What follows belongs to an exercise in optimizing a design on an open flow for small area, a short achievable clock period and few clock cycles per item; a production flow would make more cautious choices. Only the layout flow was run in this run; the RTL was not checked for function there. The flow treats the clock pin as an ideal source. Dropping or thinning the clock tree relies on that and would not hold on a real chip. No activity file was given, so power comes from the tool's default toggle rates.

==> flow/flow/run.sh <==
#!/bin/bash
# The standard layout (standard.sh), with these changes:
#  - synthesis maps the logic with its own delay-driven ABC scripts
#    (flow/abc_wrap.tcl) and leaves adders to ABC instead of ORFS's
#    full/half-adder cells; the logic between the registers and the
#    outputs (module upper) is kept apart and mapped for speed;
#  - the port buffers are the smallest buffer instead of the resizer's
#    default pick (a slow delay buffer);
#  - the clock tree is one buffer (flow/post_cts.tcl).
set -euo pipefail
here=$(pwd)
cat flow/abc_wrap.tcl synth_recipe.tcl > own_synth.tcl
export MY_ABC_SCRIPT=$here/flow/abc.script
export MY_ABC_D=1000
export MY_FAST_SCRIPT=$here/flow/abc_fast.script
export MY_FAST_D=100
export MY_FAST_MODULES="upper"
bash standard.sh SYNTH_SCRIPT=$here/own_synth.tcl ADDER_MAP_FILE= \
  SYNTH_KEEP_MODULES="$MY_FAST_MODULES" \
  BUFFER_PORTS_ARGS="-buffer_cell sky130_fd_sc_hd__buf_1" \
  CTS_ARGS="-sink_clustering_enable -repair_clock_nets -dont_use_dummy_load -buf_list sky130_fd_sc_hd__clkbuf_4 -root_buf sky130_fd_sc_hd__clkbuf_4" \
  POST_CTS_TCL=$here/flow/post_cts.tcl \
  finish > orfs_flow.log 2>&1
==> flow/flow/abc.script <==
strash
dch
map -D 1000
topo
stime -c
buffer -c
upsize -c -D 1000
dnsize -c -D 1000
==> flow/flow/abc_fast.script <==
strash
dch
map -D 100
topo
stime -c
buffer -c
upsize -c -D 100
dnsize -c -D 100
==> flow/flow/abc_wrap.tcl <==
# Runs Yosys's abc with this flow's own ABC scripts in place of ORFS's.
# The modules named in MY_FAST_MODULES (kept whole by SYNTH_KEEP_MODULES)
# lie between the registers and the outputs; they are mapped first, for
# speed (flow/abc_fast.script). The rest is then mapped with
# flow/abc.script. Everything else in the synthesis is the standard
# script, which this file is put in front of.
proc abc {args} {
  set i [lsearch -exact $args -script]
  if {$i >= 0} { set args [lreplace $args $i [expr {$i + 1}]] }
  set i [lsearch -exact $args -D]
  if {$i >= 0} { set args [lreplace $args $i [expr {$i + 1}]] }
  foreach m $::env(MY_FAST_MODULES) {
    puts "abc (own fast script) on $m"
    yosys abc -script $::env(MY_FAST_SCRIPT) {*}$args -D $::env(MY_FAST_D) $m
  }
  puts "abc (own script): $args"
  yosys abc -script $::env(MY_ABC_SCRIPT) {*}$args -D $::env(MY_ABC_D)
}
==> flow/flow/post_cts.tcl <==
# After CTS: the clock tree TritonCTS builds for this small design is a root
# buffer feeding two leaf buffers. Drive every clock sink from the root
# buffer instead and remove the leaf buffers, so the clock port feeds one
# buffer and that buffer feeds all the flip-flops.
set block [ord::get_db_block]
set clk_port_net [$block findNet clk]
set root ""
foreach it [$clk_port_net getITerms] {
  if {[$it isInputSignal] || [[$it getMTerm] getIoType] eq "INPUT"} {
    set root [$it getInst]
  }
}
if {$root eq ""} { error "post_cts: no buffer on the clock port" }
set root_out ""
foreach it [$root getITerms] {
  if {[[$it getMTerm] getIoType] eq "OUTPUT"} { set root_out [$it getNet] }
}
puts "post_cts: root buffer [$root getName] drives [$root_out getName]"
set leaves {}
foreach it [$root_out getITerms] {
  set inst [$it getInst]
  if {$inst eq $root} { continue }
  if {[string match "*clkbuf*" [[$inst getMaster] getName]]} { lappend leaves $inst }
}
foreach leaf $leaves {
  set out ""
  foreach it [$leaf getITerms] {
    if {[[$it getMTerm] getIoType] eq "OUTPUT"} { set out [$it getNet] }
  }
  set sinks {}
  foreach it [$out getITerms] {
    if {[$it getInst] ne $leaf} { lappend sinks $it }
  }
  foreach it $sinks {
    $it disconnect
    $it connect $root_out
  }
  puts "post_cts: removed [$leaf getName], [llength $sinks] sinks moved to [$root_out getName]"
  odb::dbInst_destroy $leaf
  odb::dbNet_destroy $out
}
==> flow/standard.sh <==
#!/bin/bash
# synth_recipe.tcl (not shown) runs the flow's synth.tcl, then flattens the netlist and writes it again
# the make line also repeats each setting of config.mk as NAME=value (left out here)
make -C /OpenROAD-flow-scripts/flow DESIGN_CONFIG=/design/flow/config.mk WORK_HOME=/design/flow/orfs CLKGATE_MAP_FILE= SYNTH_SCRIPT=/design/flow/synth_recipe.tcl "${@:-finish}"
==> flow/config.mk <==
export PLATFORM = sky130hd
export DESIGN_NAME = functions
export DESIGN_NICKNAME = functions
export VERILOG_FILES = /design/flow/design.v
export SDC_FILE = /design/flow/constraint.sdc
export NUM_CORES = 4
export LEC_CHECK = 0
export CAP_MARGIN = 20
export CORE_AREA = 4 4 66 66
export DIE_AREA = 0 0 70 70
export SLEW_MARGIN = 20
==> flow/constraint.sdc <==
create_clock -name core_clock -period 5.5 [get_ports {clk}]
set_input_delay 1.1000 -clock core_clock [delete_from_list [all_inputs] [get_ports {clk}]]
set_output_delay 1.1000 -clock core_clock [all_outputs]
set_load 0.01 [all_outputs]
==> flow/design.v <==
`timescale 1ns / 1ps
module adder #(parameter J = 5)
             (input wire [7:0] A,
              input wire [6:1] T,
              output wire [J+1:0] S
             );
    wire [2:0] r = {T[4], (T[2] & ~T[4]) | T[6],
                    (T[1] & ~T[2]) | (T[3] & ~T[4]) | (T[5] & ~T[6])};
    assign S = A[J-1:0] + A[J:1] + r;
endmodule
`timescale 1ns / 1ps
`timescale 1ns / 1ps
module cbrt(input [7:0] a,
            output [6:1] t
            );
    assign t[1] = |a;                                               
    assign t[2] = |a[7:3];                                          
    assign t[3] = |a[7:5] | (a[4] & a[3] & (a[2] | (a[1] & a[0])));  
    assign t[4] = a[7] | a[6];                                      
    assign t[5] = a[7] | (&a[6:2] & (a[1] | a[0]));                 
    assign t[6] = a[7] & a[6] & (a[5] | (a[4] & a[3]));             
endmodule
`timescale 1ns / 1ps
module functions(input clk,
                 input rst,
                 input [7:0] a,
                 input [7:0] b,
                 input start,
                 output wire [9:0] out,
                 output wire busy
                );
    localparam J = 5;
    wire [6:1] t;
    cbrt root(.a(b), .t(t));
    wire [J+1:0] lo;
    adder #(.J(J)) sum(.A(a), .T(t), .S(lo));
    reg       a0_q;
    reg [J-1:0] lo_q;
    reg [1:0] c_q;
    reg [7:J] ahi_q;
    always @(posedge clk)
        if (rst) begin
            a0_q  <= 1'b0;
            lo_q  <= 0;
            c_q   <= 2'd0;
            ahi_q <= 0;
        end else if (start) begin
            a0_q  <= a[0];
            lo_q  <= lo[J-1:0];
            c_q   <= lo[J+1:J];
            ahi_q <= a[7:J];
        end
    wire [8-J:0] hi;
    upper hi_of(.ahi(ahi_q), .c(c_q), .s(hi));
    assign out  = {hi, lo_q, a0_q};
    assign busy = 1'b0;
endmodule
module upper(input [7:5] ahi,
             input [1:0] c,
             output [3:0] s
            );
    assign s = ahi + ahi[7:6] + c;
endmodule
==> results.txt <==
==> worst register-to-register path, stage by stage, from the launching register on <==
cell,delay (ns)
sky130_fd_sc_hd__dfxtp_1,0.46
sky130_fd_sc_hd__o21ai_0,0.11
sky130_fd_sc_hd__nor2_1,0.12
==> registers in the layout, summed over array words and instances (netlist names) <==
| name | flops |
|---|---|
| a0_q | 1 |
| c_q | 2 |
| lo_q | 5 |
| ahi_q | 3 |
==> kinds of logic after synthesis <==
| family | synth area share, % |
|---|---|
| and+or+nand+nor | 36.9 |
| AOI/OAI and AO/OA | 26.7 |
| buffers and inverters | 9.73 |
| DFF | 23.5 |
| xor gates and xnor gates | 2.80 |
| other | 0.400 |
==> Yosys stat by module (local to each module, per instance) <==
module	cell area [um2]	flip-flops and latches	copies in the design
functions	806	11	1
upper	133	0	1
==> metrics by stage <==
step	util, %	total power [mW]	std cells
after floorplan	-	0.153	148
after global placement	29.3	0.173	220
after detailed placement	29.3	0.174	220
after global routing	29.5	0.218	221
final	29.5	0.199	221
==> layer usage <==
layer | track usage, % | vias to the layer above | share of wire [%]
li1 | - | 543 | -
met1 | 14.4 | 388 | 56
met2 | 11.3 | 26 | 38
met3 | 0.576 | 2 | 4.0
met4 | 3.19 | 0 | 1.8
met5 | 0 | - | 0
==> synthesized netlist by cell type (2+ instances only) <==
master                      n  area (um2)
sky130_fd_sc_hd__inv_1     18        67.6
sky130_fd_sc_hd__o21ai_1    3        15.0
sky130_fd_sc_hd__nand3_2    2        20.0
sky130_fd_sc_hd__nand3b_1   2        15.0
sky130_fd_sc_hd__o21ai_0    9        45.0
sky130_fd_sc_hd__a31oi_1    4        25.0
sky130_fd_sc_hd__a21oi_1    9        45.0
sky130_fd_sc_hd__buf_4      2        15.0
sky130_fd_sc_hd__nand4_1    3        18.8
sky130_fd_sc_hd__nand3_1   11        55.1
sky130_fd_sc_hd__o21a_1     2        15.0
sky130_fd_sc_hd__dfxtp_1   11         220
sky130_fd_sc_hd__nand2_1   30         113
sky130_fd_sc_hd__nor2_1    19        71.3
sky130_fd_sc_hd__xor2_1     2        17.5
==> area by class of cell <==
type | count | area share (%)
Clock buffer | 1 | 0.690
Inverter | 18 | 6.21
Multi-Input combinational cell | 115 | 57.7
Sequential cell | 11 | 20.3
Tap cell | 48 | 5.52
Timing Repair Buffer | 28 | 9.67
==> worst paths after layout <==
path                    startpoint                     to  cells after the start
max          ahi_q[6]$_SDFFE_PP0P_                 out[8]                      5
max reg2reg  ahi_q[6]$_SDFFE_PP0P_  ahi_q[6]$_SDFFE_PP0P_                      2
min            c_q[1]$_SDFFE_PP0P_    c_q[1]$_SDFFE_PP0P_                      2
min reg2reg    c_q[1]$_SDFFE_PP0P_    c_q[1]$_SDFFE_PP0P_                      2
==> power by group through the flow <==
stage	sequential [mW]	combinational (mW)	clock, mW
after global placement	0.0924	0.0804	0
after floorplan	0.0935	0.0595	0
final	0.0907	0.0811	0.0275
after global routing	0.0921	0.0914	0.0341
after detailed placement	0.0925	0.0815	0
==> PnR_summary.wiki <==
{| class="wikitable"
! Metric !! Value
|-
| Async set or reset register ratio after synthesis || 0%
|-
| Power density normalized to cell area || around 180 mW/mm2
|-
| Number of enable flip-flop cells after synthesis || 0
|-
| Initial core utilization || 25.4%
|-
| Average via count per standard cell || 4.34
|-
| Antenna cell count || 0
|-
| Slowest cell on the critical path || sky130_fd_sc_hd__dfxtp_1
|-
| NumNets Final || just under 200
|-
| Required time at the worst-slack endpoint || about 4.4 ns
|-
| Count of input and output buffers || 28
|-
| Shortest period the worst path allows || around 2.4 ns
|-
| P_int || 0.126 mW
|-
| Number of buffers and inverters on the critical path || 2
|-
| Core area || 0.00369 mm2
|-
| Source-to-sink clock delay at the later pin of the worst-skew pair || 0.16 ns
|-
| Number of warning messages in the yosys log || 1
|-
| Global-route wire length before repair || around 3400 um
|-
| Detailed placement HPWL || roughly 1700 um
|-
| Detailed router's first-iteration violation count || roughly 140
|-
| Distinct cell type count after synthesis || 36
|-
| Standard-cell row count || 22
|-
| Worst reg2reg setup slack || approximately 4.8 ns
|-
| Relative slew slack || about 58%
|-
| Smallest hold slack || about 0.52 ns
|-
| Post-placement cell area || 0.00108 mm2
|-
| Final Instance Area || 0.00109 mm2
|-
| Setup slack of the critical path after layout || 3.13 ns
|-
| RSZ-0062 raised after global routing || no
|-
| Fraction of layout cells with a size suffix above 1 || 7.51%
|-
| Least-Margin Pin Slew || roughly 0.63 ns
|-
| Post-route fraction of the period consumed by the critical path || between 40 and 50%
|-
| Final count of pins violating max slew || 0
|-
| Area used by multi-input combinational logic || ~630 um2
|-
| Number of max-cap violations || 0
|-
| Residual DRC count || 0
|-
| Wirelength, routed || around 2000 um
|-
| Instance count of the mapped netlist || ~150
|-
| Post-Synthesis Cell Area || ~940 um2
|-
| Sequential share of the synthesized area || between 20% and 30%
|-
| Final TNS setup || 0 ns
|-
| Top-Level Pins || 30
|-
| Die extent in x || 70 um
|-
| Syn nets || approximately 170
|-
| Kind of cell with the highest combined delay on the critical path || flip-flops
|-
| Fin. Hold Viols || 0
|-
| Most common flop cell mapped by yosys || sky130_fd_sc_hd__dfxtp_1
|-
| Sequential standard cell area || between 200 and 250 um2
|-
| Most common library cell in the layout ignoring fill and taps || sky130_fd_sc_hd__nand2_1
|-
| Via count of the first global-routing pass || between 800 and 900
|-
| Finish-stage setup viols || 0
|-
| Count of nets left with antenna violations after detail routing || 0
|-
| # clock sinks || 11
|-
| Peak supply drop || approximately 0.062 mV
|-
| Worst endpoint data arrival time || ~1.3 ns
|-
| Net switching power of the design || approximately 0.074 mW
|-
| Combinational cell fraction of total power || 40.7%
|-
| Routed length per placed instance || between 9 and 10 um
|-
| Initial antenna violation count || 0
|-
| Status || timing/DRC/antenna clean
|-
| Critical path, cell by cell || inv_1 > o21ai_1 > nand4_1 > nand2_1 > buf_1
|-
| Area delta synth->final || 15.9%
|-
| Die boundary height || 70 um
|-
| CTS clock-pin slew for the worst setup and hold paths || 0.11 ns
|-
| Fmax achieved || approximately 0.42 GHz
|-
| Sequential cell fraction of total power || around 46%
|-
| Max FO, Critical Path || 7
|-
| Type of the worst setup path || reg2out
|-
| Post-synthesis sequential element count || 11
|-
| Pleak || ~0.46 nW
|-
| Fill cells || approximately 440
|-
| Switching power share of the total || around 37%
|-
| Clock Skews || 0 ns
|-
| Number of optimization iterations in the first detailed-route pass || 6
|-
| Crit-path max cell delay || ~0.46 ns
|-
| Floorplan die area || between 0.004 and 0.005 mm2
|-
| Overflow after GRT || 0
|-
| Min-delay worst type || reg2reg
|-
| GR Util All Layers || 8.74%
|-
| Critical path endpoint category || output pin
|-
| Final estimated routing congestion in global placement || 0.722
|-
| Pin count of the biggest net entering global routing || 19
|-
| Category of the worst setup path launch point || register
|-
| Worst slack after detailed placement || about 3.0 ns
|-
| Average cell area after synthesis || between 6 and 7 um2
|-
| Share of total power in the clock network || 13.8%
|-
| Via count || around 960
|-
| Most frequent cells in the layout || sky130_fd_sc_hd__nand2_1, sky130_fd_sc_hd__buf_1, sky130_fd_sc_hd__nor2_1, sky130_fd_sc_hd__inv_1
|}

-- static timing again, ports no longer ideal --
The flow's constraints put no driver on any port. The routed layout listed below was extracted and timed again, unchanged, in two steps. Step 1, drivers: a clkbuf_16 drives clk and a buf_2 each remaining input, both assumed. Step 2 also shifts input and output timing later by t, the mid clock arrival at the registers, as if the neighbouring blocks saw the same clock. Slacks: ideal / step 1 / step 2; pairs: ideal / step 1.
t (ns): 0.184
setup WS [ns]: 3.134 / 3.114 / 3.042
worst hold slack (ns): 0.521 / 0.521 / 0.521
cell pins on the clock port's net: 1
After both steps setup and hold are still met in this run. For this run, drivers alone change the setup slack by -0.020 ns; drivers and shift together by -0.092 ns.
